Context: an optimization exercise on an open-source flow, tuned for small area and a short achievable clock period. The choices shown serve that exercise and are no tape-out recipe.
Function was checked by simulation only, so behaviour that the tests miss may differ from the original.

[flow/design.v]
`timescale 1 ns / 1 ps
module AXIS_linear_regression_v1_0 #
	(
		parameter M = 8,
		parameter N = 3,
		parameter integer C_S00_AXIS_TDATA_WIDTH	= 32,
		parameter integer C_M00_AXIS_TDATA_WIDTH	= 32,
		parameter integer C_M00_AXIS_START_COUNT	= 32
	)
	(
		input wire  aclk,
		input wire  aresetn,
		output wire  s00_axis_tready,
		input wire [C_S00_AXIS_TDATA_WIDTH-1 : 0] s00_axis_tdata,
		input wire  s00_axis_tlast,
		input wire  s00_axis_tvalid,
		output wire  m00_axis_tvalid,
		output wire [C_M00_AXIS_TDATA_WIDTH-1 : 0] m00_axis_tdata,
		output wire  m00_axis_tlast,
		input wire  m00_axis_tready
	);
    reg        tready_r;
    reg  [2:0] vdly, ldly;
    reg        tvalid_r, tlast_r;
    reg  [31:0] tdata_r;
    reg  [1:0] col;         
    reg  [3:0] row;         
    reg        pending;     
    reg  [1:0] w;           
    assign s00_axis_tready = tready_r;
    assign m00_axis_tvalid = tvalid_r;
    assign m00_axis_tlast  = tlast_r;
    assign m00_axis_tdata  = tdata_r;
    wire take = s00_axis_tvalid & tready_r & ~pending;
    wire xrow = ~row[3];
    wire nz = row != 4'd0;              
    wire [15:0] bus16 = s00_axis_tdata[15:0];
    wire [15:0] enc;
    wire [7:0] encn;
    genvar g;
    generate for (g = 0; g < 8; g = g + 1) begin : be
        wire am1 = (g == 0) ? 1'b0 : bus16[2*g-1];
        wire a0 = bus16[2*g], a1 = bus16[2*g+1];
        assign enc[2*g]   = a0 ^ am1;
        assign enc[2*g+1] = (a1 & ~a0 & ~am1) | (~a1 & a0 & am1);
        assign encn[g]    = a1;
    end endgenerate
    reg [15:0] E0, E1, E2;
    reg [7:0] N0, N1, N2;
    wire ld0 = ~xrow | (col == 2'd0);
    wire ld1 = ~xrow | (col == 2'd1);
    wire ld2 = ~xrow | (col == 2'd2);
    wire flip = take & xrow & (col == 2'd3);
    reg [31:0] R0a, R0b, R0c;           
    reg [31:0] R1a, R1b;                
    reg [31:0] A22;
    reg [31:0] B0, B1, B2;              
    wire [31:0] busx = (col == 2'd3) ? s00_axis_tdata : {{16{s00_axis_tdata[15]}}, bus16};
    reg [31:0] Q0, Q1, Q2;
    reg sx0, sx1, sx2, sx3;             
    reg st;                             
    reg cR0, cB0, cR1, cB1, cR2, cB2;
    always @(posedge aclk) begin
        if (ld0) E0 <= enc;
        if (ld1) E1 <= enc;
        if (ld2) E2 <= enc;
        if (ld0 | flip) N0 <= ld0 ? encn : ~N0;
        if (ld1 | flip) N1 <= ld1 ? encn : ~N1;
        if (ld2 | flip) N2 <= ld2 ? encn : ~N2;
        Q0 <= xrow ? busx : R0a;
        Q1 <= xrow ? busx : (col == 2'd0) ? R0b : R1a;
        Q2 <= xrow ? busx : (col == 2'd0) ? R0c : (col == 2'd1) ? R1b : A22;
        if (!aresetn) begin
            tready_r <= 1'b0;
            vdly <= 3'b0; ldly <= 3'b0;
            tvalid_r <= 1'b0; tlast_r <= 1'b0;
            col <= 2'd0; row <= 4'd0;
            pending <= 1'b0; w <= 2'd0;
            {sx0, sx1, sx2, sx3, st} <= 5'b0;
            {cR0, cB0, cR1, cB1, cR2, cB2} <= 6'b0;
        end else begin
            tready_r <= m00_axis_tready;
            vdly <= {vdly[1:0], s00_axis_tvalid};
            ldly <= {ldly[1:0], s00_axis_tlast};
            tvalid_r <= vdly[2];
            tlast_r <= ldly[2];
            sx0 <= take & xrow & (col == 2'd0);
            sx1 <= take & xrow & (col == 2'd1);
            sx2 <= take & xrow & (col == 2'd2);
            sx3 <= take & xrow & (col == 2'd3);
            st  <= take & ~xrow & (col != 2'd3);
            cR0 <= take & xrow & nz & (col != 2'd3);
            cB0 <= take & (xrow ? nz & (col == 2'd3) : (col != 2'd3));
            cR1 <= take & xrow & nz & (col == 2'd1 || col == 2'd2);
            cB1 <= take & (xrow ? nz & (col == 2'd3) : 1'b1);
            cR2 <= take & xrow & nz & (col == 2'd2);
            cB2 <= take & (xrow ? nz & col[0] : 1'b1);
            if (take) begin
                col <= col + 2'd1;
                if (col == 2'd3) row <= row + 4'd1;
                if (~xrow && col == 2'd3) pending <= 1'b1;
            end
            if (pending & m00_axis_tready) begin
                w <= (w == 2'd2) ? 2'd0 : w + 2'd1;
                if (w == 2'd2) begin
                    pending <= 1'b0;
                    row <= 4'd0;
                    col <= 2'd0;
                end
            end
        end
    end
    wire tload = pending & m00_axis_tready;
    wire [31:0] gw = (w == 2'd0) ? B0 : (w == 2'd1) ? B1 : B2;
    always @(posedge aclk)
        tdata_r <= ({32{tload & aresetn}} & gw) | ({32{~tload & aresetn}} & tdata_r);
    wire [31:0] c0 = ({32{cR0}} & R0a) | ({32{cB0}} & B0);
    wire [31:0] r0;
    mac u0 (E0, N0, Q0, c0, r0);
    wire [31:0] c1 = ({32{cR1}} & R1a) | ({32{cB1}} & B1);
    wire [31:0] r1;
    mac u1 (E1, N1, Q1, c1, r1);
    wire [31:0] c2 = ({32{cR2}} & A22) | ({32{cB2}} & B2);
    wire [31:0] r2;
    mac u2 (E2, N2, Q2, c2, r2);
    wire wa0 = sx0 | sx1 | sx2 | (take & ~xrow & (col != 2'd3));
    wire wa1 = sx1 | sx2 | (take & ~xrow & (col == 2'd1));
    always @(posedge aclk) begin
        if (wa0) begin
            R0a <= R0b;
            R0b <= R0c;
            R0c <= r0;
        end
        if (wa1) begin
            R1a <= R1b;
            R1b <= r1;
        end
        if (sx2) A22 <= r2;
        if (sx3 | st) begin B0 <= r0; B1 <= r1; B2 <= r2; end
    end
endmodule
module mac(input [15:0] e, input [7:0] n, input [31:0] b, input [31:0] c, output [31:0] r);
wire one0 = e[0];
wire two0 = e[1];
wire neg0 = n[0];
wire one1 = e[2];
wire two1 = e[3];
wire neg1 = n[1];
wire one2 = e[4];
wire two2 = e[5];
wire neg2 = n[2];
wire one3 = e[6];
wire two3 = e[7];
wire neg3 = n[3];
wire one4 = e[8];
wire two4 = e[9];
wire neg4 = n[4];
wire one5 = e[10];
wire two5 = e[11];
wire neg5 = n[5];
wire one6 = e[12];
wire two6 = e[13];
wire neg6 = n[6];
wire one7 = e[14];
wire two7 = e[15];
wire neg7 = n[7];
wire p0_0, p0_1; bpp2z u_p0_0(one0, two0, neg0, b[0], b[1], p0_0, p0_1);
wire p0_2, p0_3; bpp2 u_p0_2(one0, two0, neg0, b[1], b[2], b[3], p0_2, p0_3);
wire p0_4, p0_5; bpp2 u_p0_4(one0, two0, neg0, b[3], b[4], b[5], p0_4, p0_5);
wire p0_6, p0_7; bpp2 u_p0_6(one0, two0, neg0, b[5], b[6], b[7], p0_6, p0_7);
wire p0_8, p0_9; bpp2 u_p0_8(one0, two0, neg0, b[7], b[8], b[9], p0_8, p0_9);
wire p0_10, p0_11; bpp2 u_p0_10(one0, two0, neg0, b[9], b[10], b[11], p0_10, p0_11);
wire p0_12, p0_13; bpp2 u_p0_12(one0, two0, neg0, b[11], b[12], b[13], p0_12, p0_13);
wire p0_14, p0_15; bpp2 u_p0_14(one0, two0, neg0, b[13], b[14], b[15], p0_14, p0_15);
wire p0_16, p0_17; bpp2 u_p0_16(one0, two0, neg0, b[15], b[16], b[17], p0_16, p0_17);
wire p0_18, p0_19; bpp2 u_p0_18(one0, two0, neg0, b[17], b[18], b[19], p0_18, p0_19);
wire p0_20, p0_21; bpp2 u_p0_20(one0, two0, neg0, b[19], b[20], b[21], p0_20, p0_21);
wire p0_22, p0_23; bpp2 u_p0_22(one0, two0, neg0, b[21], b[22], b[23], p0_22, p0_23);
wire p0_24, p0_25; bpp2 u_p0_24(one0, two0, neg0, b[23], b[24], b[25], p0_24, p0_25);
wire p0_26, p0_27; bpp2 u_p0_26(one0, two0, neg0, b[25], b[26], b[27], p0_26, p0_27);
wire p0_28, p0_29; bpp2 u_p0_28(one0, two0, neg0, b[27], b[28], b[29], p0_28, p0_29);
wire p0_30, p0_31; bpp2 u_p0_30(one0, two0, neg0, b[29], b[30], b[31], p0_30, p0_31);
wire p1_0, p1_1; bpp2z u_p1_0(one1, two1, neg1, b[0], b[1], p1_0, p1_1);
wire p1_2, p1_3; bpp2 u_p1_2(one1, two1, neg1, b[1], b[2], b[3], p1_2, p1_3);
wire p1_4, p1_5; bpp2 u_p1_4(one1, two1, neg1, b[3], b[4], b[5], p1_4, p1_5);
wire p1_6, p1_7; bpp2 u_p1_6(one1, two1, neg1, b[5], b[6], b[7], p1_6, p1_7);
wire p1_8, p1_9; bpp2 u_p1_8(one1, two1, neg1, b[7], b[8], b[9], p1_8, p1_9);
wire p1_10, p1_11; bpp2 u_p1_10(one1, two1, neg1, b[9], b[10], b[11], p1_10, p1_11);
wire p1_12, p1_13; bpp2 u_p1_12(one1, two1, neg1, b[11], b[12], b[13], p1_12, p1_13);
wire p1_14, p1_15; bpp2 u_p1_14(one1, two1, neg1, b[13], b[14], b[15], p1_14, p1_15);
wire p1_16, p1_17; bpp2 u_p1_16(one1, two1, neg1, b[15], b[16], b[17], p1_16, p1_17);
wire p1_18, p1_19; bpp2 u_p1_18(one1, two1, neg1, b[17], b[18], b[19], p1_18, p1_19);
wire p1_20, p1_21; bpp2 u_p1_20(one1, two1, neg1, b[19], b[20], b[21], p1_20, p1_21);
wire p1_22, p1_23; bpp2 u_p1_22(one1, two1, neg1, b[21], b[22], b[23], p1_22, p1_23);
wire p1_24, p1_25; bpp2 u_p1_24(one1, two1, neg1, b[23], b[24], b[25], p1_24, p1_25);
wire p1_26, p1_27; bpp2 u_p1_26(one1, two1, neg1, b[25], b[26], b[27], p1_26, p1_27);
wire p1_28, p1_29; bpp2 u_p1_28(one1, two1, neg1, b[27], b[28], b[29], p1_28, p1_29);
wire p2_0, p2_1; bpp2z u_p2_0(one2, two2, neg2, b[0], b[1], p2_0, p2_1);
wire p2_2, p2_3; bpp2 u_p2_2(one2, two2, neg2, b[1], b[2], b[3], p2_2, p2_3);
wire p2_4, p2_5; bpp2 u_p2_4(one2, two2, neg2, b[3], b[4], b[5], p2_4, p2_5);
wire p2_6, p2_7; bpp2 u_p2_6(one2, two2, neg2, b[5], b[6], b[7], p2_6, p2_7);
wire p2_8, p2_9; bpp2 u_p2_8(one2, two2, neg2, b[7], b[8], b[9], p2_8, p2_9);
wire p2_10, p2_11; bpp2 u_p2_10(one2, two2, neg2, b[9], b[10], b[11], p2_10, p2_11);
wire p2_12, p2_13; bpp2 u_p2_12(one2, two2, neg2, b[11], b[12], b[13], p2_12, p2_13);
wire p2_14, p2_15; bpp2 u_p2_14(one2, two2, neg2, b[13], b[14], b[15], p2_14, p2_15);
wire p2_16, p2_17; bpp2 u_p2_16(one2, two2, neg2, b[15], b[16], b[17], p2_16, p2_17);
wire p2_18, p2_19; bpp2 u_p2_18(one2, two2, neg2, b[17], b[18], b[19], p2_18, p2_19);
wire p2_20, p2_21; bpp2 u_p2_20(one2, two2, neg2, b[19], b[20], b[21], p2_20, p2_21);
wire p2_22, p2_23; bpp2 u_p2_22(one2, two2, neg2, b[21], b[22], b[23], p2_22, p2_23);
wire p2_24, p2_25; bpp2 u_p2_24(one2, two2, neg2, b[23], b[24], b[25], p2_24, p2_25);
wire p2_26, p2_27; bpp2 u_p2_26(one2, two2, neg2, b[25], b[26], b[27], p2_26, p2_27);
wire p3_0, p3_1; bpp2z u_p3_0(one3, two3, neg3, b[0], b[1], p3_0, p3_1);
wire p3_2, p3_3; bpp2 u_p3_2(one3, two3, neg3, b[1], b[2], b[3], p3_2, p3_3);
wire p3_4, p3_5; bpp2 u_p3_4(one3, two3, neg3, b[3], b[4], b[5], p3_4, p3_5);
wire p3_6, p3_7; bpp2 u_p3_6(one3, two3, neg3, b[5], b[6], b[7], p3_6, p3_7);
wire p3_8, p3_9; bpp2 u_p3_8(one3, two3, neg3, b[7], b[8], b[9], p3_8, p3_9);
wire p3_10, p3_11; bpp2 u_p3_10(one3, two3, neg3, b[9], b[10], b[11], p3_10, p3_11);
wire p3_12, p3_13; bpp2 u_p3_12(one3, two3, neg3, b[11], b[12], b[13], p3_12, p3_13);
wire p3_14, p3_15; bpp2 u_p3_14(one3, two3, neg3, b[13], b[14], b[15], p3_14, p3_15);
wire p3_16, p3_17; bpp2 u_p3_16(one3, two3, neg3, b[15], b[16], b[17], p3_16, p3_17);
wire p3_18, p3_19; bpp2 u_p3_18(one3, two3, neg3, b[17], b[18], b[19], p3_18, p3_19);
wire p3_20, p3_21; bpp2 u_p3_20(one3, two3, neg3, b[19], b[20], b[21], p3_20, p3_21);
wire p3_22, p3_23; bpp2 u_p3_22(one3, two3, neg3, b[21], b[22], b[23], p3_22, p3_23);
wire p3_24, p3_25; bpp2 u_p3_24(one3, two3, neg3, b[23], b[24], b[25], p3_24, p3_25);
wire p4_0, p4_1; bpp2z u_p4_0(one4, two4, neg4, b[0], b[1], p4_0, p4_1);
wire p4_2, p4_3; bpp2 u_p4_2(one4, two4, neg4, b[1], b[2], b[3], p4_2, p4_3);
wire p4_4, p4_5; bpp2 u_p4_4(one4, two4, neg4, b[3], b[4], b[5], p4_4, p4_5);
wire p4_6, p4_7; bpp2 u_p4_6(one4, two4, neg4, b[5], b[6], b[7], p4_6, p4_7);
wire p4_8, p4_9; bpp2 u_p4_8(one4, two4, neg4, b[7], b[8], b[9], p4_8, p4_9);
wire p4_10, p4_11; bpp2 u_p4_10(one4, two4, neg4, b[9], b[10], b[11], p4_10, p4_11);
wire p4_12, p4_13; bpp2 u_p4_12(one4, two4, neg4, b[11], b[12], b[13], p4_12, p4_13);
wire p4_14, p4_15; bpp2 u_p4_14(one4, two4, neg4, b[13], b[14], b[15], p4_14, p4_15);
wire p4_16, p4_17; bpp2 u_p4_16(one4, two4, neg4, b[15], b[16], b[17], p4_16, p4_17);
wire p4_18, p4_19; bpp2 u_p4_18(one4, two4, neg4, b[17], b[18], b[19], p4_18, p4_19);
wire p4_20, p4_21; bpp2 u_p4_20(one4, two4, neg4, b[19], b[20], b[21], p4_20, p4_21);
wire p4_22, p4_23; bpp2 u_p4_22(one4, two4, neg4, b[21], b[22], b[23], p4_22, p4_23);
wire p5_0, p5_1; bpp2z u_p5_0(one5, two5, neg5, b[0], b[1], p5_0, p5_1);
wire p5_2, p5_3; bpp2 u_p5_2(one5, two5, neg5, b[1], b[2], b[3], p5_2, p5_3);
wire p5_4, p5_5; bpp2 u_p5_4(one5, two5, neg5, b[3], b[4], b[5], p5_4, p5_5);
wire p5_6, p5_7; bpp2 u_p5_6(one5, two5, neg5, b[5], b[6], b[7], p5_6, p5_7);
wire p5_8, p5_9; bpp2 u_p5_8(one5, two5, neg5, b[7], b[8], b[9], p5_8, p5_9);
wire p5_10, p5_11; bpp2 u_p5_10(one5, two5, neg5, b[9], b[10], b[11], p5_10, p5_11);
wire p5_12, p5_13; bpp2 u_p5_12(one5, two5, neg5, b[11], b[12], b[13], p5_12, p5_13);
wire p5_14, p5_15; bpp2 u_p5_14(one5, two5, neg5, b[13], b[14], b[15], p5_14, p5_15);
wire p5_16, p5_17; bpp2 u_p5_16(one5, two5, neg5, b[15], b[16], b[17], p5_16, p5_17);
wire p5_18, p5_19; bpp2 u_p5_18(one5, two5, neg5, b[17], b[18], b[19], p5_18, p5_19);
wire p5_20, p5_21; bpp2 u_p5_20(one5, two5, neg5, b[19], b[20], b[21], p5_20, p5_21);
wire p6_0, p6_1; bpp2z u_p6_0(one6, two6, neg6, b[0], b[1], p6_0, p6_1);
wire p6_2, p6_3; bpp2 u_p6_2(one6, two6, neg6, b[1], b[2], b[3], p6_2, p6_3);
wire p6_4, p6_5; bpp2 u_p6_4(one6, two6, neg6, b[3], b[4], b[5], p6_4, p6_5);
wire p6_6, p6_7; bpp2 u_p6_6(one6, two6, neg6, b[5], b[6], b[7], p6_6, p6_7);
wire p6_8, p6_9; bpp2 u_p6_8(one6, two6, neg6, b[7], b[8], b[9], p6_8, p6_9);
wire p6_10, p6_11; bpp2 u_p6_10(one6, two6, neg6, b[9], b[10], b[11], p6_10, p6_11);
wire p6_12, p6_13; bpp2 u_p6_12(one6, two6, neg6, b[11], b[12], b[13], p6_12, p6_13);
wire p6_14, p6_15; bpp2 u_p6_14(one6, two6, neg6, b[13], b[14], b[15], p6_14, p6_15);
wire p6_16, p6_17; bpp2 u_p6_16(one6, two6, neg6, b[15], b[16], b[17], p6_16, p6_17);
wire p6_18, p6_19; bpp2 u_p6_18(one6, two6, neg6, b[17], b[18], b[19], p6_18, p6_19);
wire p7_0, p7_1; bpp2z u_p7_0(one7, two7, neg7, b[0], b[1], p7_0, p7_1);
wire p7_2, p7_3; bpp2 u_p7_2(one7, two7, neg7, b[1], b[2], b[3], p7_2, p7_3);
wire p7_4, p7_5; bpp2 u_p7_4(one7, two7, neg7, b[3], b[4], b[5], p7_4, p7_5);
wire p7_6, p7_7; bpp2 u_p7_6(one7, two7, neg7, b[5], b[6], b[7], p7_6, p7_7);
wire p7_8, p7_9; bpp2 u_p7_8(one7, two7, neg7, b[7], b[8], b[9], p7_8, p7_9);
wire p7_10, p7_11; bpp2 u_p7_10(one7, two7, neg7, b[9], b[10], b[11], p7_10, p7_11);
wire p7_12, p7_13; bpp2 u_p7_12(one7, two7, neg7, b[11], b[12], b[13], p7_12, p7_13);
wire p7_14, p7_15; bpp2 u_p7_14(one7, two7, neg7, b[13], b[14], b[15], p7_14, p7_15);
wire p7_16, p7_17; bpp2 u_p7_16(one7, two7, neg7, b[15], b[16], b[17], p7_16, p7_17);
wire n1;
wire n2;
ha un2 (p0_14, p1_12, n1, n2);
wire n3;
wire n4;
ha un4 (p0_15, p1_13, n3, n4);
wire n5;
wire n6;
ha un6 (p0_16, p1_14, n5, n6);
wire n7;
wire n8;
ha un8 (p0_17, p1_15, n7, n8);
wire n9;
wire n10;
ha un10 (p0_18, p1_16, n9, n10);
wire n11;
wire n12;
ha un12 (p0_19, p1_17, n11, n12);
wire n13;
wire n14;
ha un14 (p0_20, p1_18, n13, n14);
wire n15;
wire n16;
ha un16 (p0_21, p1_19, n15, n16);
wire n17;
wire n18;
ha un18 (p0_22, p1_20, n17, n18);
wire n19;
wire n20;
ha un20 (p0_23, p1_21, n19, n20);
wire n21;
wire n22;
ha un22 (p0_24, p1_22, n21, n22);
wire n23;
wire n24;
ha un24 (p0_25, p1_23, n23, n24);
wire n25;
wire n26;
ha un26 (p0_26, p1_24, n25, n26);
wire n27;
wire n28;
ha un28 (p0_27, p1_25, n27, n28);
wire n29;
wire n30;
ha un30 (p0_28, p1_26, n29, n30);
wire n31;
wire n32;
ha un32 (p0_29, p1_27, n31, n32);
wire n33;
wire n34;
ha un34 (p0_30, p1_28, n33, n34);
wire n35;
wire n36;
ha un36 (p0_31, p1_29, n35, n36);
wire n37;
wire n38;
ha un38 (p0_8, p1_6, n37, n38);
wire n39;
wire n40;
ha un40 (p0_9, p1_7, n39, n40);
wire n41;
wire n42;
fa un42 (p0_10, p1_8, p2_6, n41, n42);
wire n43;
wire n44;
ha un44 (p3_4, p4_2, n43, n44);
wire n45;
wire n46;
fa un46 (p0_11, p1_9, p2_7, n45, n46);
wire n47;
wire n48;
ha un48 (p3_5, p4_3, n47, n48);
wire n49;
wire n50;
fa un50 (p0_12, p1_10, p2_8, n49, n50);
wire n51;
wire n52;
fa un52 (p3_6, p4_4, p5_2, n51, n52);
wire n53;
wire n54;
ha un54 (p6_0, neg6, n53, n54);
wire n55;
wire n56;
fa un56 (p0_13, p1_11, p2_9, n55, n56);
wire n57;
wire n58;
fa un58 (p3_7, p4_5, p5_3, n57, n58);
wire n59;
wire n60;
ha un60 (p6_1, c[13], n59, n60);
wire n61;
wire n62;
fa un62 (n1, p2_10, p3_8, n61, n62);
wire n63;
wire n64;
fa un64 (p4_6, p5_4, p6_2, n63, n64);
wire n65;
wire n66;
fa un66 (p7_0, neg7, c[14], n65, n66);
wire n67;
wire n68;
fa un68 (n2, n3, p2_11, n67, n68);
wire n69;
wire n70;
fa un70 (p3_9, p4_7, p5_5, n69, n70);
wire n71;
wire n72;
fa un72 (p6_3, p7_1, c[15], n71, n72);
wire n73;
wire n74;
fa un74 (n4, n5, p2_12, n73, n74);
wire n75;
wire n76;
fa un76 (p3_10, p4_8, p5_6, n75, n76);
wire n77;
wire n78;
fa un78 (p6_4, p7_2, c[16], n77, n78);
wire n79;
wire n80;
fa un80 (n6, n7, p2_13, n79, n80);
wire n81;
wire n82;
fa un82 (p3_11, p4_9, p5_7, n81, n82);
wire n83;
wire n84;
fa un84 (p6_5, p7_3, c[17], n83, n84);
wire n85;
wire n86;
fa un86 (n8, n9, p2_14, n85, n86);
wire n87;
wire n88;
fa un88 (p3_12, p4_10, p5_8, n87, n88);
wire n89;
wire n90;
fa un90 (p6_6, p7_4, c[18], n89, n90);
wire n91;
wire n92;
fa un92 (n10, n11, p2_15, n91, n92);
wire n93;
wire n94;
fa un94 (p3_13, p4_11, p5_9, n93, n94);
wire n95;
wire n96;
fa un96 (p6_7, p7_5, c[19], n95, n96);
wire n97;
wire n98;
fa un98 (n12, n13, p2_16, n97, n98);
wire n99;
wire n100;
fa un100 (p3_14, p4_12, p5_10, n99, n100);
wire n101;
wire n102;
fa un102 (p6_8, p7_6, c[20], n101, n102);
wire n103;
wire n104;
fa un104 (n14, n15, p2_17, n103, n104);
wire n105;
wire n106;
fa un106 (p3_15, p4_13, p5_11, n105, n106);
wire n107;
wire n108;
fa un108 (p6_9, p7_7, c[21], n107, n108);
wire n109;
wire n110;
fa un110 (n16, n17, p2_18, n109, n110);
wire n111;
wire n112;
fa un112 (p3_16, p4_14, p5_12, n111, n112);
wire n113;
wire n114;
fa un114 (p6_10, p7_8, c[22], n113, n114);
wire n115;
wire n116;
fa un116 (n18, n19, p2_19, n115, n116);
wire n117;
wire n118;
fa un118 (p3_17, p4_15, p5_13, n117, n118);
wire n119;
wire n120;
fa un120 (p6_11, p7_9, c[23], n119, n120);
wire n121;
wire n122;
fa un122 (n20, n21, p2_20, n121, n122);
wire n123;
wire n124;
fa un124 (p3_18, p4_16, p5_14, n123, n124);
wire n125;
wire n126;
fa un126 (p6_12, p7_10, c[24], n125, n126);
wire n127;
wire n128;
fa un128 (n22, n23, p2_21, n127, n128);
wire n129;
wire n130;
fa un130 (p3_19, p4_17, p5_15, n129, n130);
wire n131;
wire n132;
fa un132 (p6_13, p7_11, c[25], n131, n132);
wire n133;
wire n134;
fa un134 (n24, n25, p2_22, n133, n134);
wire n135;
wire n136;
fa un136 (p3_20, p4_18, p5_16, n135, n136);
wire n137;
wire n138;
fa un138 (p6_14, p7_12, c[26], n137, n138);
wire n139;
wire n140;
fa un140 (n26, n27, p2_23, n139, n140);
wire n141;
wire n142;
fa un142 (p3_21, p4_19, p5_17, n141, n142);
wire n143;
wire n144;
fa un144 (p6_15, p7_13, c[27], n143, n144);
wire n145;
wire n146;
fa un146 (n28, n29, p2_24, n145, n146);
wire n147;
wire n148;
fa un148 (p3_22, p4_20, p5_18, n147, n148);
wire n149;
wire n150;
fa un150 (p6_16, p7_14, c[28], n149, n150);
wire n151;
wire n152;
fa un152 (n30, n31, p2_25, n151, n152);
wire n153;
wire n154;
fa un154 (p3_23, p4_21, p5_19, n153, n154);
wire n155;
wire n156;
fa un156 (p6_17, p7_15, c[29], n155, n156);
wire n157;
wire n158;
fa un158 (n32, n33, p2_26, n157, n158);
wire n159;
wire n160;
fa un160 (p3_24, p4_22, p5_20, n159, n160);
wire n161;
wire n162;
fa un162 (p6_18, p7_16, c[30], n161, n162);
wire n163;
wire n164;
fa un164 (n34, n35, p2_27, n163, n164);
wire n165;
wire n166;
fa un166 (p3_25, p4_23, p5_21, n165, n166);
wire n167;
wire n168;
fa un168 (p6_19, p7_17, c[31], n167, n168);
wire n169;
wire n170;
ha un170 (p0_4, p1_2, n169, n170);
wire n171;
wire n172;
ha un172 (p0_5, p1_3, n171, n172);
wire n173;
wire n174;
fa un174 (p0_6, p1_4, p2_2, n173, n174);
wire n175;
wire n176;
ha un176 (p3_0, neg3, n175, n176);
wire n177;
wire n178;
fa un178 (p0_7, p1_5, p2_3, n177, n178);
wire n179;
wire n180;
ha un180 (p3_1, c[7], n179, n180);
wire n181;
wire n182;
fa un182 (n37, p2_4, p3_2, n181, n182);
wire n183;
wire n184;
fa un184 (p4_0, neg4, c[8], n183, n184);
wire n185;
wire n186;
fa un186 (n38, n39, p2_5, n185, n186);
wire n187;
wire n188;
fa un188 (p3_3, p4_1, c[9], n187, n188);
wire n189;
wire n190;
fa un190 (n40, n41, n43, n189, n190);
wire n191;
wire n192;
fa un192 (p5_0, neg5, c[10], n191, n192);
wire n193;
wire n194;
fa un194 (n42, n44, n45, n193, n194);
wire n195;
wire n196;
fa un196 (n47, p5_1, c[11], n195, n196);
wire n197;
wire n198;
fa un198 (n46, n48, n49, n197, n198);
wire n199;
wire n200;
fa un200 (n51, n53, c[12], n199, n200);
wire n201;
wire n202;
fa un202 (n50, n52, n54, n201, n202);
wire n203;
wire n204;
fa un204 (n55, n57, n59, n203, n204);
wire n205;
wire n206;
fa un206 (n56, n58, n60, n205, n206);
wire n207;
wire n208;
fa un208 (n61, n63, n65, n207, n208);
wire n209;
wire n210;
fa un210 (n62, n64, n66, n209, n210);
wire n211;
wire n212;
fa un212 (n67, n69, n71, n211, n212);
wire n213;
wire n214;
fa un214 (n68, n70, n72, n213, n214);
wire n215;
wire n216;
fa un216 (n73, n75, n77, n215, n216);
wire n217;
wire n218;
fa un218 (n74, n76, n78, n217, n218);
wire n219;
wire n220;
fa un220 (n79, n81, n83, n219, n220);
wire n221;
wire n222;
fa un222 (n80, n82, n84, n221, n222);
wire n223;
wire n224;
fa un224 (n85, n87, n89, n223, n224);
wire n225;
wire n226;
fa un226 (n86, n88, n90, n225, n226);
wire n227;
wire n228;
fa un228 (n91, n93, n95, n227, n228);
wire n229;
wire n230;
fa un230 (n92, n94, n96, n229, n230);
wire n231;
wire n232;
fa un232 (n97, n99, n101, n231, n232);
wire n233;
wire n234;
fa un234 (n98, n100, n102, n233, n234);
wire n235;
wire n236;
fa un236 (n103, n105, n107, n235, n236);
wire n237;
wire n238;
fa un238 (n104, n106, n108, n237, n238);
wire n239;
wire n240;
fa un240 (n109, n111, n113, n239, n240);
wire n241;
wire n242;
fa un242 (n110, n112, n114, n241, n242);
wire n243;
wire n244;
fa un244 (n115, n117, n119, n243, n244);
wire n245;
wire n246;
fa un246 (n116, n118, n120, n245, n246);
wire n247;
wire n248;
fa un248 (n121, n123, n125, n247, n248);
wire n249;
wire n250;
fa un250 (n122, n124, n126, n249, n250);
wire n251;
wire n252;
fa un252 (n127, n129, n131, n251, n252);
wire n253;
wire n254;
fa un254 (n128, n130, n132, n253, n254);
wire n255;
wire n256;
fa un256 (n133, n135, n137, n255, n256);
wire n257;
wire n258;
fa un258 (n134, n136, n138, n257, n258);
wire n259;
wire n260;
fa un260 (n139, n141, n143, n259, n260);
wire n261;
wire n262;
fa un262 (n140, n142, n144, n261, n262);
wire n263;
wire n264;
fa un264 (n145, n147, n149, n263, n264);
wire n265;
wire n266;
fa un266 (n146, n148, n150, n265, n266);
wire n267;
wire n268;
fa un268 (n151, n153, n155, n267, n268);
wire n269;
wire n270;
fa un270 (n152, n154, n156, n269, n270);
wire n271;
wire n272;
fa un272 (n157, n159, n161, n271, n272);
wire n273;
wire n274;
fa un274 (n158, n160, n162, n273, n274);
wire n275;
wire n276;
fa un276 (n163, n165, n167, n275, n276);
wire n277;
wire n278;
ha un278 (p0_2, p1_0, n277, n278);
wire n279;
wire n280;
ha un280 (p0_3, p1_1, n279, n280);
wire n281;
wire n282;
fa un282 (n169, p2_0, neg2, n281, n282);
wire n283;
wire n284;
fa un284 (n170, n171, p2_1, n283, n284);
wire n285;
wire n286;
fa un286 (n172, n173, n175, n285, n286);
wire n287;
wire n288;
fa un288 (n174, n176, n177, n287, n288);
wire n289;
wire n290;
fa un290 (n178, n180, n181, n289, n290);
wire n291;
wire n292;
fa un292 (n182, n184, n185, n291, n292);
wire n293;
wire n294;
fa un294 (n186, n188, n189, n293, n294);
wire n295;
wire n296;
fa un296 (n190, n192, n193, n295, n296);
wire n297;
wire n298;
fa un298 (n194, n196, n197, n297, n298);
wire n299;
wire n300;
fa un300 (n198, n200, n201, n299, n300);
wire n301;
wire n302;
fa un302 (n202, n204, n205, n301, n302);
wire n303;
wire n304;
fa un304 (n206, n208, n209, n303, n304);
wire n305;
wire n306;
fa un306 (n210, n212, n213, n305, n306);
wire n307;
wire n308;
fa un308 (n214, n216, n217, n307, n308);
wire n309;
wire n310;
fa un310 (n218, n220, n221, n309, n310);
wire n311;
wire n312;
fa un312 (n222, n224, n225, n311, n312);
wire n313;
wire n314;
fa un314 (n226, n228, n229, n313, n314);
wire n315;
wire n316;
fa un316 (n230, n232, n233, n315, n316);
wire n317;
wire n318;
fa un318 (n234, n236, n237, n317, n318);
wire n319;
wire n320;
fa un320 (n238, n240, n241, n319, n320);
wire n321;
wire n322;
fa un322 (n242, n244, n245, n321, n322);
wire n323;
wire n324;
fa un324 (n246, n248, n249, n323, n324);
wire n325;
wire n326;
fa un326 (n250, n252, n253, n325, n326);
wire n327;
wire n328;
fa un328 (n254, n256, n257, n327, n328);
wire n329;
wire n330;
fa un330 (n258, n260, n261, n329, n330);
wire n331;
wire n332;
fa un332 (n262, n264, n265, n331, n332);
wire n333;
wire n334;
fa un334 (n266, n268, n269, n333, n334);
wire n335;
wire n336;
fa un336 (n270, n272, n273, n335, n336);
wire n337;
wire n338;
ha un338 (p0_0, neg0, n337, n338);
wire n339;
wire n340;
ha un340 (p0_1, c[1], n339, n340);
wire n341;
wire n342;
fa un342 (n277, neg1, c[2], n341, n342);
wire n343;
wire n344;
fa un344 (n278, n279, c[3], n343, n344);
wire n345;
wire n346;
fa un346 (n280, n281, c[4], n345, n346);
wire n347;
wire n348;
fa un348 (n282, n283, c[5], n347, n348);
wire n349;
wire n350;
fa un350 (n284, n285, c[6], n349, n350);
wire n351;
wire n352;
fa un352 (n286, n287, n179, n351, n352);
wire n353;
wire n354;
fa un354 (n288, n289, n183, n353, n354);
wire n355;
wire n356;
fa un356 (n290, n291, n187, n355, n356);
wire n357;
wire n358;
fa un358 (n292, n293, n191, n357, n358);
wire n359;
wire n360;
fa un360 (n294, n295, n195, n359, n360);
wire n361;
wire n362;
fa un362 (n296, n297, n199, n361, n362);
wire n363;
wire n364;
fa un364 (n298, n299, n203, n363, n364);
wire n365;
wire n366;
fa un366 (n300, n301, n207, n365, n366);
wire n367;
wire n368;
fa un368 (n302, n303, n211, n367, n368);
wire n369;
wire n370;
fa un370 (n304, n305, n215, n369, n370);
wire n371;
wire n372;
fa un372 (n306, n307, n219, n371, n372);
wire n373;
wire n374;
fa un374 (n308, n309, n223, n373, n374);
wire n375;
wire n376;
fa un376 (n310, n311, n227, n375, n376);
wire n377;
wire n378;
fa un378 (n312, n313, n231, n377, n378);
wire n379;
wire n380;
fa un380 (n314, n315, n235, n379, n380);
wire n381;
wire n382;
fa un382 (n316, n317, n239, n381, n382);
wire n383;
wire n384;
fa un384 (n318, n319, n243, n383, n384);
wire n385;
wire n386;
fa un386 (n320, n321, n247, n385, n386);
wire n387;
wire n388;
fa un388 (n322, n323, n251, n387, n388);
wire n389;
wire n390;
fa un390 (n324, n325, n255, n389, n390);
wire n391;
wire n392;
fa un392 (n326, n327, n259, n391, n392);
wire n393;
wire n394;
fa un394 (n328, n329, n263, n393, n394);
wire n395;
wire n396;
fa un396 (n330, n331, n267, n395, n396);
wire n397;
wire n398;
fa un398 (n332, n333, n271, n397, n398);
wire n399;
wire n400;
fa un400 (n334, n335, n275, n399, n400);
wire [31:0] s0 = {n398, n396, n394, n392, n390, n388, n386, n384, n382, n380, n378, n376, n374, n372, n370, n368, n366, n364, n362, n360, n358, n356, n354, n352, n350, n348, n346, n344, n342, n340, n338, n337};
wire [31:0] s1 = {n399, n397, n395, n393, n391, n389, n387, n385, n383, n381, n379, n377, n375, n373, n371, n369, n367, n365, n363, n361, n359, n357, n355, n353, n351, n349, n347, n345, n343, n341, n339, c[0]};
add32 u_cpa(s0, s1, r);
endmodule
module fa(input a, input b, input c, output s, output co);
assign s = a ^ b ^ c;
assign co = (a & b) | (a & c) | (b & c);
endmodule
module ha(input a, input b, output s, output co);
assign s = a ^ b;
assign co = a & b;
endmodule
module bpp2(input one, input two, input neg, input bm1, input b0, input b1, output p0, output p1);
assign p0 = ((one & b0) | (two & bm1)) ^ neg;
assign p1 = ((one & b1) | (two & b0)) ^ neg;
endmodule
module bpp2z(input one, input two, input neg, input b0, input b1, output p0, output p1);
assign p0 = (one & b0) ^ neg;
assign p1 = ((one & b1) | (two & b0)) ^ neg;
endmodule
module add32(input [31:0] a, input [31:0] b, output [31:0] s);
wire q1;
wire q2;
pgc u_pg0(a[0], b[0], q1, q2);
wire q3;
wire q4;
pgc u_pg1(a[1], b[1], q3, q4);
wire q5;
wire q6;
pgc u_pg2(a[2], b[2], q5, q6);
wire q7;
wire q8;
pgc u_pg3(a[3], b[3], q7, q8);
wire q9;
wire q10;
pgc u_pg4(a[4], b[4], q9, q10);
wire q11;
wire q12;
pgc u_pg5(a[5], b[5], q11, q12);
wire q13;
wire q14;
pgc u_pg6(a[6], b[6], q13, q14);
wire q15;
wire q16;
pgc u_pg7(a[7], b[7], q15, q16);
wire q17;
wire q18;
pgc u_pg8(a[8], b[8], q17, q18);
wire q19;
wire q20;
pgc u_pg9(a[9], b[9], q19, q20);
wire q21;
wire q22;
pgc u_pg10(a[10], b[10], q21, q22);
wire q23;
wire q24;
pgc u_pg11(a[11], b[11], q23, q24);
wire q25;
wire q26;
pgc u_pg12(a[12], b[12], q25, q26);
wire q27;
wire q28;
pgc u_pg13(a[13], b[13], q27, q28);
wire q29;
wire q30;
pgc u_pg14(a[14], b[14], q29, q30);
wire q31;
wire q32;
pgc u_pg15(a[15], b[15], q31, q32);
wire q33;
wire q34;
pgc u_pg16(a[16], b[16], q33, q34);
wire q35;
wire q36;
pgc u_pg17(a[17], b[17], q35, q36);
wire q37;
wire q38;
pgc u_pg18(a[18], b[18], q37, q38);
wire q39;
wire q40;
pgc u_pg19(a[19], b[19], q39, q40);
wire q41;
wire q42;
pgc u_pg20(a[20], b[20], q41, q42);
wire q43;
wire q44;
pgc u_pg21(a[21], b[21], q43, q44);
wire q45;
wire q46;
pgc u_pg22(a[22], b[22], q45, q46);
wire q47;
wire q48;
pgc u_pg23(a[23], b[23], q47, q48);
wire q49;
wire q50;
pgc u_pg24(a[24], b[24], q49, q50);
wire q51;
wire q52;
pgc u_pg25(a[25], b[25], q51, q52);
wire q53;
wire q54;
pgc u_pg26(a[26], b[26], q53, q54);
wire q55;
wire q56;
pgc u_pg27(a[27], b[27], q55, q56);
wire q57;
wire q58;
pgc u_pg28(a[28], b[28], q57, q58);
wire q59;
wire q60;
pgc u_pg29(a[29], b[29], q59, q60);
wire q61;
wire q62;
pgc u_pg30(a[30], b[30], q61, q62);
wire q63;
wire q64;
pgc u_pg31(a[31], b[31], q63, q64);
wire q65;
gray u_g65(q3, q4, q1, q65);
wire q66;
wire q67;
dot u_d67(q7, q8, q5, q6, q66, q67);
wire q68;
wire q69;
dot u_d69(q11, q12, q9, q10, q68, q69);
wire q70;
wire q71;
dot u_d71(q15, q16, q13, q14, q70, q71);
wire q72;
wire q73;
dot u_d73(q19, q20, q17, q18, q72, q73);
wire q74;
wire q75;
dot u_d75(q23, q24, q21, q22, q74, q75);
wire q76;
wire q77;
dot u_d77(q27, q28, q25, q26, q76, q77);
wire q78;
wire q79;
dot u_d79(q31, q32, q29, q30, q78, q79);
wire q80;
wire q81;
dot u_d81(q35, q36, q33, q34, q80, q81);
wire q82;
wire q83;
dot u_d83(q39, q40, q37, q38, q82, q83);
wire q84;
wire q85;
dot u_d85(q43, q44, q41, q42, q84, q85);
wire q86;
wire q87;
dot u_d87(q47, q48, q45, q46, q86, q87);
wire q88;
wire q89;
dot u_d89(q51, q52, q49, q50, q88, q89);
wire q90;
wire q91;
dot u_d91(q55, q56, q53, q54, q90, q91);
wire q92;
wire q93;
dot u_d93(q59, q60, q57, q58, q92, q93);
wire q94;
wire q95;
dot u_d95(q63, q64, q61, q62, q94, q95);
wire q96;
gray u_g96(q66, q67, q65, q96);
wire q97;
wire q98;
dot u_d98(q68, q69, q66, q67, q97, q98);
wire q99;
wire q100;
dot u_d100(q70, q71, q68, q69, q99, q100);
wire q101;
wire q102;
dot u_d102(q72, q73, q70, q71, q101, q102);
wire q103;
wire q104;
dot u_d104(q74, q75, q72, q73, q103, q104);
wire q105;
wire q106;
dot u_d106(q76, q77, q74, q75, q105, q106);
wire q107;
wire q108;
dot u_d108(q78, q79, q76, q77, q107, q108);
wire q109;
wire q110;
dot u_d110(q80, q81, q78, q79, q109, q110);
wire q111;
wire q112;
dot u_d112(q82, q83, q80, q81, q111, q112);
wire q113;
wire q114;
dot u_d114(q84, q85, q82, q83, q113, q114);
wire q115;
wire q116;
dot u_d116(q86, q87, q84, q85, q115, q116);
wire q117;
wire q118;
dot u_d118(q88, q89, q86, q87, q117, q118);
wire q119;
wire q120;
dot u_d120(q90, q91, q88, q89, q119, q120);
wire q121;
wire q122;
dot u_d122(q92, q93, q90, q91, q121, q122);
wire q123;
wire q124;
dot u_d124(q94, q95, q92, q93, q123, q124);
wire q125;
gray u_g125(q97, q98, q65, q125);
wire q126;
gray u_g126(q99, q100, q96, q126);
wire q127;
wire q128;
dot u_d128(q101, q102, q97, q98, q127, q128);
wire q129;
wire q130;
dot u_d130(q103, q104, q99, q100, q129, q130);
wire q131;
wire q132;
dot u_d132(q105, q106, q101, q102, q131, q132);
wire q133;
wire q134;
dot u_d134(q107, q108, q103, q104, q133, q134);
wire q135;
wire q136;
dot u_d136(q109, q110, q105, q106, q135, q136);
wire q137;
wire q138;
dot u_d138(q111, q112, q107, q108, q137, q138);
wire q139;
wire q140;
dot u_d140(q113, q114, q109, q110, q139, q140);
wire q141;
wire q142;
dot u_d142(q115, q116, q111, q112, q141, q142);
wire q143;
wire q144;
dot u_d144(q117, q118, q113, q114, q143, q144);
wire q145;
wire q146;
dot u_d146(q119, q120, q115, q116, q145, q146);
wire q147;
wire q148;
dot u_d148(q121, q122, q117, q118, q147, q148);
wire q149;
wire q150;
dot u_d150(q123, q124, q119, q120, q149, q150);
wire q151;
gray u_g151(q127, q128, q65, q151);
wire q152;
gray u_g152(q129, q130, q96, q152);
wire q153;
gray u_g153(q131, q132, q125, q153);
wire q154;
gray u_g154(q133, q134, q126, q154);
wire q155;
wire q156;
dot u_d156(q135, q136, q127, q128, q155, q156);
wire q157;
wire q158;
dot u_d158(q137, q138, q129, q130, q157, q158);
wire q159;
wire q160;
dot u_d160(q139, q140, q131, q132, q159, q160);
wire q161;
wire q162;
dot u_d162(q141, q142, q133, q134, q161, q162);
wire q163;
wire q164;
dot u_d164(q143, q144, q135, q136, q163, q164);
wire q165;
wire q166;
dot u_d166(q145, q146, q137, q138, q165, q166);
wire q167;
wire q168;
dot u_d168(q147, q148, q139, q140, q167, q168);
wire q169;
wire q170;
dot u_d170(q149, q150, q141, q142, q169, q170);
wire q171;
gray u_g171(q155, q156, q65, q171);
wire q172;
gray u_g172(q157, q158, q96, q172);
wire q173;
gray u_g173(q159, q160, q125, q173);
wire q174;
gray u_g174(q161, q162, q126, q174);
wire q175;
gray u_g175(q163, q164, q151, q175);
wire q176;
gray u_g176(q165, q166, q152, q176);
wire q177;
gray u_g177(q167, q168, q153, q177);
wire q178;
gray u_g178(q169, q170, q154, q178);
wire q179;
gray u_g179(q5, q6, q65, q179);
wire q180;
gray u_g180(q9, q10, q96, q180);
wire q181;
gray u_g181(q13, q14, q125, q181);
wire q182;
gray u_g182(q17, q18, q126, q182);
wire q183;
gray u_g183(q21, q22, q151, q183);
wire q184;
gray u_g184(q25, q26, q152, q184);
wire q185;
gray u_g185(q29, q30, q153, q185);
wire q186;
gray u_g186(q33, q34, q154, q186);
wire q187;
gray u_g187(q37, q38, q171, q187);
wire q188;
gray u_g188(q41, q42, q172, q188);
wire q189;
gray u_g189(q45, q46, q173, q189);
wire q190;
gray u_g190(q49, q50, q174, q190);
wire q191;
gray u_g191(q53, q54, q175, q191);
wire q192;
gray u_g192(q57, q58, q176, q192);
wire q193;
gray u_g193(q61, q62, q177, q193);
assign s[0] = q2;
xr u_x1(q4, q1, s[1]);
xr u_x2(q6, q65, s[2]);
xr u_x3(q8, q179, s[3]);
xr u_x4(q10, q96, s[4]);
xr u_x5(q12, q180, s[5]);
xr u_x6(q14, q125, s[6]);
xr u_x7(q16, q181, s[7]);
xr u_x8(q18, q126, s[8]);
xr u_x9(q20, q182, s[9]);
xr u_x10(q22, q151, s[10]);
xr u_x11(q24, q183, s[11]);
xr u_x12(q26, q152, s[12]);
xr u_x13(q28, q184, s[13]);
xr u_x14(q30, q153, s[14]);
xr u_x15(q32, q185, s[15]);
xr u_x16(q34, q154, s[16]);
xr u_x17(q36, q186, s[17]);
xr u_x18(q38, q171, s[18]);
xr u_x19(q40, q187, s[19]);
xr u_x20(q42, q172, s[20]);
xr u_x21(q44, q188, s[21]);
xr u_x22(q46, q173, s[22]);
xr u_x23(q48, q189, s[23]);
xr u_x24(q50, q174, s[24]);
xr u_x25(q52, q190, s[25]);
xr u_x26(q54, q175, s[26]);
xr u_x27(q56, q191, s[27]);
xr u_x28(q58, q176, s[28]);
xr u_x29(q60, q192, s[29]);
xr u_x30(q62, q177, s[30]);
xr u_x31(q64, q193, s[31]);
endmodule
module pgc(input a, input b, output g, output p);
assign g = a & b;
assign p = a ^ b;
endmodule
module dot(input g1, input p1, input g0, input p0, output g, output p);
assign g = g1 | (p1 & g0);
assign p = p1 & p0;
endmodule
module gray(input g1, input p1, input g0, output g);
assign g = g1 | (p1 & g0);
endmodule
module xr(input a, input b, output y);
assign y = a ^ b;
endmodule
[flow/flow/run.sh]
#!/bin/bash
# The standard layout, with the port buffers made from buf_4 instead of the default cell,
# and the resizer's timing repair aiming at 16.5 ns of setup slack
set -euo pipefail
bash standard.sh finish 'BUFFER_PORTS_ARGS=-buffer_cell sky130_fd_sc_hd__buf_4' SETUP_SLACK_MARGIN=16.5 > standard.log 2>&1
[flow/standard.sh]
#!/bin/bash
# synth_recipe.tcl (not shown) runs the flow's synth.tcl, then flattens the netlist and writes it again
# the make line also repeats each setting of config.mk as NAME=value (left out here)
make -C /OpenROAD-flow-scripts/flow DESIGN_CONFIG=/design/flow/config.mk WORK_HOME=/design/flow/orfs CLKGATE_MAP_FILE= SYNTH_SCRIPT=/design/flow/synth_recipe.tcl "${@:-finish}"
[flow/config.mk]
export PLATFORM = sky130hd
export DESIGN_NAME = AXIS_linear_regression_v1_0
export DESIGN_NICKNAME = AXIS_linear_regression_v1_0
export VERILOG_FILES = /design/flow/design.v
export SDC_FILE = /design/flow/constraint.sdc
export NUM_CORES = 8
export LEC_CHECK = 0
export CAP_MARGIN = 20
export CORE_MARGIN = 2
export CORE_UTILIZATION = 40
export SLEW_MARGIN = 20
export SYNTH_HIERARCHICAL = 1
export SYNTH_MINIMUM_KEEP_SIZE = 0
[flow/constraint.sdc]
create_clock -name core_clock -period 22.0 [get_ports {aclk}]
set_input_delay 4.4000 -clock core_clock [delete_from_list [all_inputs] [get_ports {aclk}]]
set_output_delay 4.4000 -clock core_clock [all_outputs]
set_load 0.01 [all_outputs]
==> summary.log, run 1 <==
[clock_tree] level count of the clock H-tree 2
[layout] layout cells sized above 1 11.61%
[global_route] global-route wire length before repair 229,200 um
[sta] RSZ-0062 raised after global routing yes
[layout] area of the multi-input gates 30,210 um2
[clock_tree] buffer type at the clock tree root sky130_fd_sc_hd__clkbuf_16
[global_route] vias in the first global route 32,400
[setup_path] crit path buf inv count 1
[logic_synthesis] share of flip-flops with an asynchronous set or reset 0%
[global_route] maximum number of pins on one net before global-route repair 66
[sta] final clock period utilization by the worst path 25.38%
[logic_synthesis] Synth Cell Area 44,570 um2
[global_route] remaining global-route overflow 0
[clock_tree] Worst-Skew Late Latency 660 ps
[logic_synthesis] share of the yosys chip area belonging to registers 31.31%
[setup_path] Crit Path Class flop to primary output
[logic_synthesis] number of enable flip-flop cells after synthesis 360
[sta] Max Fclk 179.1 MHz
[clock_tree] Num CTS Buffers 54
[floorplanning] area of the die 114,100 um2
[flow_run] number of max-capacitance violations reported 0
[global_route] overall global routing resource usage 27.28%
[placement] I/O Buffers 71
[placement] dpl ws 15,190 ps
[setup_path] reg-to-reg setup timing slack 16,600 ps
[layout] Area growth syn-to-layout 11.57%
[logic_synthesis] synthesis-stage register bit count 517
[setup_path] arrival time of data at the critical path endpoint 1180 ps
[setup_path] critical path endpoint category primary output
[layout] count of filler cells inserted in the layout 10,250
[placement] post-DP HPWL 113,400 um
[setup_path] number of cell instances on the worst register-to-register path 13
[setup_path] critical path endpoint m00_axis_tdata[1]
[drt] number of DRC violations after detailed routing 0
[clock_tree] clock buffer depth 3
[layout] ANT cells 0
[placement] routability-driven placement congestion ratio 0.9540
[drt] wirelength, routed 157,900 um
[setup_path] max incr delay on CP 400 ps
[logic_synthesis] count of warnings emitted by yosys 7
[logic_synthesis] count of unique library cells instantiated by Yosys 53
[floorplanning] overall die width 337.8 um
[sta] final setup violation count 0
[drt] Via density 6.225
[sta] final worst-path setup slack 16,420 ps
[sta] final count of hold timing violations 0
[sta] post-layout minimum cycle time 5583 ps
[setup_path] CP max FO 2
[drt] average wire per cell in the routed design 30.06 um
[setup_path] critical-path cell with the highest stage delay sky130_fd_sc_hd__dfxtp_4
[setup_path] Critical Path Start tdata_r[1]$_DFF_P_
[logic_synthesis] mean post-synth cell area 12.46 um2
[sta] Worst Clk Skew 87.25 ps
[clock_tree] Clock Sink Count 517
[logic_synthesis] synthesized instance count 3,576
[setup_path] Crit. path cell count 1
[floorplanning] starting density of the core 40.33%
[logic_synthesis] dominant synthesized flop cell sky130_fd_sc_hd__edfxtp_1
[setup_path] worst flop-to-flop path endpoint B2[28]$_DFFE_PP_
[drt] number of DRC markers after the initial detailed-route iteration 4,389
[setup_path] critical path cell sequence buf_6
[drt] via count of the routed design 32,690
[floorplanning] core region area 110,500 um2
[setup_path] category of cells accounting for the largest share of critical-path delay flip-flops
[setup_path] Data required, critical path 17,600 ps
[floorplanning] count of pins on the block boundary 72
[drt] first-pass detailed-route iteration total 8
[floorplanning] die outline height 337.8 um
[drt] antenna-violating nets left 0
[floorplanning] Site Rows 122
[global_route] antenna violations before repair 2
[logic_synthesis] Mapped Nets 4,315
[hold_path] Tightest Hold Check Type flop to flop
[sta] Final Max Slew Viols 0
[sta] headroom to the max-slew limit 25.55%
[sta] Setup TNS 0 ps
[clock_tree] clock edge transition at the registers on the reported setup and hold paths 70 ps
[sta] Worst Max-Slew Pin Slew 1117 ps
[layout] number of nets in the layout 4,457
[layout] Seq. cell area 14,120 um2
[clock_tree] clock tree from TritonCTS done
[status] result of the run complete, no violations
[setup_path] startpoint kind of the worst setup timing path flop
[setup_path] worst reg2reg startpoint Q2[10]$_DFF_P_
-- cell families after synthesis --
group	count (synthesis)	share of synthesized area (%)
and+or+nand+nor	313	3.717
xor gates and xnor gates	702	13.80
DFF	517	31.31
adders and majority gates	702	28.20
buffers and inverters	112	1.235
AOI/OAI and AO/OA	1133	19.48
muxes	97	2.268
-- synth_stat cells, types with 31 or more instances --
master                        n  area, um2
sky130_fd_sc_hd__mux2i_1     65      650.6
sky130_fd_sc_hd__and2_1     147      919.6
sky130_fd_sc_hd__xor2_1     100      875.8
sky130_fd_sc_hd__xnor2_1    602       5273
sky130_fd_sc_hd__a21o_1     225       1689
sky130_fd_sc_hd__a22o_1      96      840.8
sky130_fd_sc_hd__nor2_1      47      176.4
sky130_fd_sc_hd__ha_1       198       2477
sky130_fd_sc_hd__edfxtp_1   360      10810
sky130_fd_sc_hd__dfxtp_1    157       3143
sky130_fd_sc_hd__fa_1       504      10090
sky130_fd_sc_hd__nand2_1     85      319.1
sky130_fd_sc_hd__o21ai_0     57      285.3
sky130_fd_sc_hd__a22oi_1    552       4144
sky130_fd_sc_hd__a21oi_1     50      250.2
sky130_fd_sc_hd__clkbuf_1    40      150.1
sky130_fd_sc_hd__a221oi_1    32      280.3
sky130_fd_sc_hd__mux2_2      32      360.4
sky130_fd_sc_hd__o2bb2ai_1   31      271.5
-- cell type report --
cell class	count	area share, %
Clock buffer	78	3.102
Tap cell	1488	3.744
Multi-Input combinational cell	2948	60.75
Inverter	22	0.1661
Sequential cell	517	28.40
Clock inverter	24	0.5561
Timing Repair Buffer	175	3.286
-- modules after synthesis, one instance, submodules excluded, a selection --
module | copies in the design | cells | area, um2 | flops+latches
xr | 93 | 1 | 8.758 | 0
fa | 504 | 1 | 20.02 | 0
add32 | 3 | 1 | 7.507 | 0
AXIS_linear_regression_v1_0 | 1 | 1224 | 18920 | 517
bpp2z | 24 | 4 | 33.78 | 0
gray | 90 | 1 | 7.507 | 0
ha | 96 | 1 | 12.51 | 0
pgc | 96 | 1 | 12.51 | 0
bpp2 | 276 | 4 | 32.53 | 0
dot | 135 | 2 | 13.76 | 0
-- cell usage in the layout, fill, tap and decap left out, types with 33 or more instances in the layout --
cell type,count
sky130_fd_sc_hd__a22oi_1,546
sky130_fd_sc_hd__dfxtp_1,89
sky130_fd_sc_hd__and2_1,147
sky130_fd_sc_hd__fa_1,504
sky130_fd_sc_hd__a21oi_1,50
sky130_fd_sc_hd__ha_1,196
sky130_fd_sc_hd__clkbuf_16,55
sky130_fd_sc_hd__dfxtp_2,35
sky130_fd_sc_hd__nor2_1,46
sky130_fd_sc_hd__buf_4,110
sky130_fd_sc_hd__edfxtp_1,360
sky130_fd_sc_hd__mux2i_1,65
sky130_fd_sc_hd__a22o_1,96
sky130_fd_sc_hd__buf_6,51
sky130_fd_sc_hd__dfxtp_4,33
sky130_fd_sc_hd__xnor2_1,602
sky130_fd_sc_hd__nand2_1,85
sky130_fd_sc_hd__a21o_1,225
sky130_fd_sc_hd__o21ai_0,56
sky130_fd_sc_hd__xor2_1,91
-- how the worst min path moves through the flow --
stage,to,startpoint,cells after the start
final,ldly[2]$_SDFF_PN0_,ldly[1]$_SDFF_PN0_,1
after CTS,ldly[2]$_SDFF_PN0_,ldly[1]$_SDFF_PN0_,1
after floorplan,ldly[1]$_SDFF_PN0_,ldly[0]$_SDFF_PN0_,1
after global placement,ldly[2]$_SDFF_PN0_,ldly[1]$_SDFF_PN0_,1
after detailed placement,ldly[2]$_SDFF_PN0_,ldly[1]$_SDFF_PN0_,1
after global routing,R0b[24]$_DFFE_PP_,R0c[24]$_DFFE_PP_,0
-- per-stage QoR --
step	cells	util, %	cell area (um2)	hold WS, ps
finish	5252	44.99	49730	435.3
floorplan	3576	-	44590	411.9
CTS	5236	44.65	49350	436.4
global placement	5128	42.68	47160	415.0
global route	5252	44.99	49730	456.5
detailed placement	5128	42.68	47160	421.0
-- state kept, by name, indices dropped and copies added (netlist names), 16 cells and up --
name / flops
A22: 32
B0: 32
B1: 32
B2: 32
E0: 16
E1: 16
E2: 16
Q0: 32
Q1: 32
Q2: 32
R0a: 32
R0b: 32
R0c: 32
R1a: 32
R1b: 32
tdata_r: 32
-- metal layers --
layer	vias up	global-route usage, %	wire length (um)	part of all wire [%]
li1	13580	-	-	-
met1	17010	40.05	67640	43
met2	1901	39.88	67770	43
met3	200	5.995	16530	10
met4	2	8.709	5908	3.7
met5	-	0	13	0.0082
-- repair_timing --
item | 4_1_cts | 5_1_grt
setup buffers | 5 | 15
resized for setup | 116 | 50
pin swaps | 1 | 0
cloned | 1 | 0
hold buffers | 0 | 0
setup endpoints to repair | 149 | 101
==> inputs of run 2 (changes only) <==
--- a/flow/config.mk
+++ b/flow/config.mk
@@ -8,6 +8,9 @@
 export CAP_MARGIN = 20
 export CORE_MARGIN = 2
 export CORE_UTILIZATION = 40
+export CTS_CLUSTER_DIAMETER = 50
+export CTS_CLUSTER_SIZE = 24
+export PLACE_DENSITY = 0.7
 export SLEW_MARGIN = 20
 export SYNTH_HIERARCHICAL = 1
 export SYNTH_MINIMUM_KEEP_SIZE = 0
==> run 2 against run 1 <==
  * First-iteration DRC count up 2.6%
  * Highest routed layer unchanged
  * Sequential share of layout area about the same
  * Critical path depth unchanged
  * Critical endpoint is now m00_axis_tdata[10]
  * Register-to-register slack better by 40 ps
  * Fmax up 0.21%
  * Cell area down 0.19%
  * Cell count about the same
  * Synthesized cell count unchanged
  * Via count up 0.95%
  * Still clean
==> summary.log, run 2 <==
[global_route] vias in the first global route 32,950 [+1.7%]
[clock_tree] Worst-Skew Late Latency 630 ps [-30 ps]
[logic_synthesis] count of unique library cells instantiated by Yosys 53 [unchanged]
[logic_synthesis] synthesis-stage register bit count 517 [unchanged]
[hold_path] endpoint of the worst hold-timing path R1a[13]$_DFFE_PP_
[floorplanning] Site Rows 122 [unchanged]
[clock_tree] buffer type at the clock tree root sky130_fd_sc_hd__clkbuf_16
[layout] final cell utilization of the core 44.91% [-0.085 points]
[setup_path] arrival time of data at the critical path endpoint 1170 ps [about the same]
[clock_tree] Clock Sink Count 517 [unchanged]
[hold_path] cell depth of the worst min-delay path 0 [-1]
[logic_synthesis] synthesized instance count 3,576 [unchanged]
[drt] via count of the routed design 33,010 [+0.95%]
[sta] final setup violation count 0 [unchanged]
[logic_synthesis] count of warnings emitted by yosys 7 [unchanged]
[sta] Setup TNS 0 ps [unchanged]
[layout] most used cells in the layout excluding fill and tap cells 602 x sky130_fd_sc_hd__xnor2_1, 552 x sky130_fd_sc_hd__a22oi_1, 504 x sky130_fd_sc_hd__fa_1
[layout] count of filler cells inserted in the layout 9,962 [-2.8%]
[sta] RSZ-0062 raised after global routing yes
[drt] antenna-violating nets left 0 [unchanged]
[layout] Seq. cell area 14,100 um2 [-0.11%]
[floorplanning] overall die width 337.8 um [unchanged]
[logic_synthesis] number of enable flip-flop cells after synthesis 360 [unchanged]
[drt] Via density 6.290 [+1.1%]
[setup_path] critical path endpoint category primary output
[layout] leading cell type in the layout, fill and taps excluded sky130_fd_sc_hd__xnor2_1
[floorplanning] count of pins on the block boundary 72 [unchanged]
[layout] layout cells sized above 1 11.18% [-0.43 points]
[global_route] antenna violations before repair 5 [+3]
[global_route] remaining global-route overflow 0 [unchanged]
[layout] area of the multi-input gates 30,130 um2 [-0.27%]
[clock_tree] number of hold buffers added after CTS 0 [unchanged]
[drt] number of DRC markers after the initial detailed-route iteration 4,504 [+2.6%]
[sta] headroom to the max-slew limit 26.52% [+0.97 points]
[logic_synthesis] Synth Cell Area 44,570 um2 [unchanged]
[clock_tree] Num CTS Buffers 46 [-15%]
[setup_path] CP max FO 2 [unchanged]
[hold_path] Tightest Hold Check Type flop to flop
[setup_path] worst flop-to-flop path endpoint R1b[31]$_DFFE_PP_
[layout] number of nets in the layout 4,459 [+0.045%]
[logic_synthesis] Commonest cells post-synth 602 x sky130_fd_sc_hd__xnor2_1, 552 x sky130_fd_sc_hd__a22oi_1, 504 x sky130_fd_sc_hd__fa_1
[sta] hold_ws 437.9 ps [+2.630 ps]
[sta] Final Max Slew Viols 0 [unchanged]
[logic_synthesis] main area contributors after synthesis sky130_fd_sc_hd__edfxtp_1 24%, sky130_fd_sc_hd__fa_1 23%, sky130_fd_sc_hd__xnor2_1 12%
[setup_path] crit path buf inv count 1 [unchanged]
[global_route] global-route wire length before repair 223,500 um [-2.5%]
[setup_path] max incr delay on CP 420 ps [+20 ps]
[flow_run] number of max-capacitance violations reported 0 [unchanged]
[logic_synthesis] mean post-synth cell area 12.46 um2 [unchanged]
[floorplanning] area of the die 114,100 um2 [unchanged]
[setup_path] Crit Path Class flop to primary output
[logic_synthesis] Mapped Nets 4,315 [unchanged]
[setup_path] category of cells accounting for the largest share of critical-path delay flip-flops
[floorplanning] starting density of the core 40.33% [unchanged]
[logic_synthesis] leading area contributor after synthesis sky130_fd_sc_hd__edfxtp_1
[global_route] maximum number of pins on one net before global-route repair 76 [+15%]
[setup_path] startpoint kind of the worst setup timing path flop
[drt] first-pass detailed-route iteration total 8 [unchanged]
[logic_synthesis] dominant synthesized flop cell sky130_fd_sc_hd__edfxtp_1
[status] result of the run complete, no violations
[setup_path] Data required, critical path 17,600 ps [about the same]
[setup_path] worst reg2reg startpoint E1[9]$_DFFE_PP_
[floorplanning] die outline height 337.8 um [unchanged]
[setup_path] number of cell instances on the worst register-to-register path 15 [+2]
[floorplanning] core region area 110,500 um2 [unchanged]
[hold_path] startpoint of the tightest hold check path R1b[13]$_DFFE_PP_
[setup_path] Critical Path Start tdata_r[10]$_DFF_P_
[setup_path] critical path cell sequence buf_6
[global_route] overall global routing resource usage 26.22% [-1.1 points]
[drt] wirelength, routed 152,500 um [-3.4%]
[clock_tree] clock buffer depth 3 [unchanged]
[placement] I/O Buffers 71 [unchanged]
[sta] Worst Clk Skew 45.17 ps [-42.09 ps]
[layout] Area growth syn-to-layout 11.36%
[clock_tree] clock edge transition at the registers on the reported setup and hold paths 80 ps [about the same]
[sta] post-layout minimum cycle time 5572 ps [-11.50 ps]
[setup_path] critical-path cell with the highest stage delay sky130_fd_sc_hd__dfxtp_4
[sta] final count of hold timing violations 0 [unchanged]
[clock_tree] level count of the clock H-tree 2 [unchanged]
[setup_path] reg-to-reg setup timing slack 16,640 ps [+40 ps]
[drt] number of DRC violations after detailed routing 0 [unchanged]
[sta] final clock period utilization by the worst path 25.33% [-0.052 points]
[sta] Max Fclk 179.5 MHz [+0.21%]
[placement] routability-driven placement congestion ratio 1.001 [+4.9%]
[logic_synthesis] most repeated cell in the gate-level netlist after synthesis sky130_fd_sc_hd__xnor2_1
[sta] Worst Max-Slew Pin Slew 1102 ps [-14.61 ps]
[logic_synthesis] area share of the largest cell type after synthesis 24.26% [unchanged]
[drt] average wire per cell in the routed design 29.06 um [-3.3%]
[clock_tree] clock tree from TritonCTS done
[placement] post-DP HPWL 111,500 um [-1.7%]
[logic_synthesis] share of the yosys chip area belonging to registers 31.31% [unchanged]
[logic_synthesis] share of flip-flops with an asynchronous set or reset 0% [unchanged]
==> run 2: what timing repair did <==
| action | 4_1_cts | 5_1_grt |
|---|---|---|
| gates cloned | 1 | 0 |
| endpoints found under the setup margin | 177 | 167 |
| buffers inserted | 4 | 19 |
| pin swaps | 1 | 0 |
| gates resized for setup | 112 | 28 |
==> run 2: worst reg2reg max path: cells and delay by family, from the launching register on <==
kind / cells / cell delay (ps)
AOI/OAI and AO/OA: 4 / 820
xor gates and xnor gates: 2 / 430
adders and majority gates: 5 / 2260
buffers and inverters: 1 / 270
DFF: 1 / 750
and+or+nand+nor: 3 / 570
==> run 2: final cells by class <==
cell class / instances / share of cell area, %
timing repair buffer: 185 / 3.565
inverter: 22 / 0.1664
sequential: 517 / 28.42
tap: 1488 / 3.751
antenna: 1 / 0.005042
clock buffer: 48 / 2.334
multi-input combinational: 2948 / 60.70
clock inverter: 38 / 1.059
==> run 2: worst max-delay path by stage <==
stage / cells past startpoint / endpoint / slack (ps)
after floorplan: 2 / R0a[0]$_DFFE_PP_ / 15430
after global placement: 4 / R0a[25]$_DFFE_PP_ / 15480
after detailed placement: 4 / R0b[25]$_DFFE_PP_ / 15430
after CTS: 1 / m00_axis_tdata[9] / 16420
after global routing: 1 / m00_axis_tdata[9] / 16420
final: 1 / m00_axis_tdata[10] / 16430
==> run 2: kinds of logic (layout without fill, tap and decap cells) <==
family | after synthesis | in the layout | share of synthesized area, %
AO/OA/AOI/OAI | 1133 | 1134 | 19.48
adder cells (fa/ha/maj) | 702 | 702 | 28.20
XOR/XNOR | 702 | 702 | 13.80
flip-flops | 517 | 517 | 31.31
AND/OR/NAND/NOR | 313 | 313 | 3.717
buffers and inverters | 112 | 293 | 1.235
multiplexers | 97 | 97 | 2.268
other | 0 | 1 | 0
==> run 2: modules after synthesis (local to each module, per instance), a selection <==
module | times used | area, um2
ha | 96 | 12.51
gray | 90 | 7.507
bpp2 | 276 | 32.53
pgc | 96 | 12.51
AXIS_linear_regression_v1_0 | 1 | 18920
bpp2z | 24 | 33.78
fa | 504 | 20.02
==> run 2: through the flow <==
step	instance area (um2)	std cells	setup WS, ps
4_1_cts	49230	5226	16420
5_1_grt	49630	5246	16420
3_3_place_gp	47200	5134	15480
3_5_place_dp	47220	5135	15430
6_report	49630	5247	16430
2_1_floorplan	44590	3576	15430
==> run 2: routing by layer <==
layer	part of all wire (%)	vias to the layer above	global-route usage, %
met3	11	245	5.177
met2	44	2252	39.17
met5	0.0059	-	0
met4	4.4	2	10.35
met1	40	16920	37.39
li1	-	13590	-

-- re-timing with driven ports --
No port has a modelled driver above. Below, the same layouts with a new extraction and two added sets of constraints. Step 1 assumes that a clkbuf_16 drives the clock port and a buf_2 every other input. Step 2 also shifts input and output timing later by t, the mid clock arrival at the registers, as if the neighbouring blocks saw the same clock. Three values: ideal ports, drivers, drivers and shift; two values: the first two.
run | shift t [ns] | setup slack, ns | clock arrival spread, ns | worst data-port slew with drivers (ns)
run 1 | 0.698 | 16.417 / 16.342 / 15.939 | 0.093 / 0.093 | 0.07
run 2 | 0.669 | 16.428 / 16.373 / 15.768 | 0.055 / 0.056 | 0.16
After both steps every run listed still meets setup and hold. The setup slack of run 2, which loses most, moves by -0.055 ns with the drivers and by -0.660 ns with both steps.
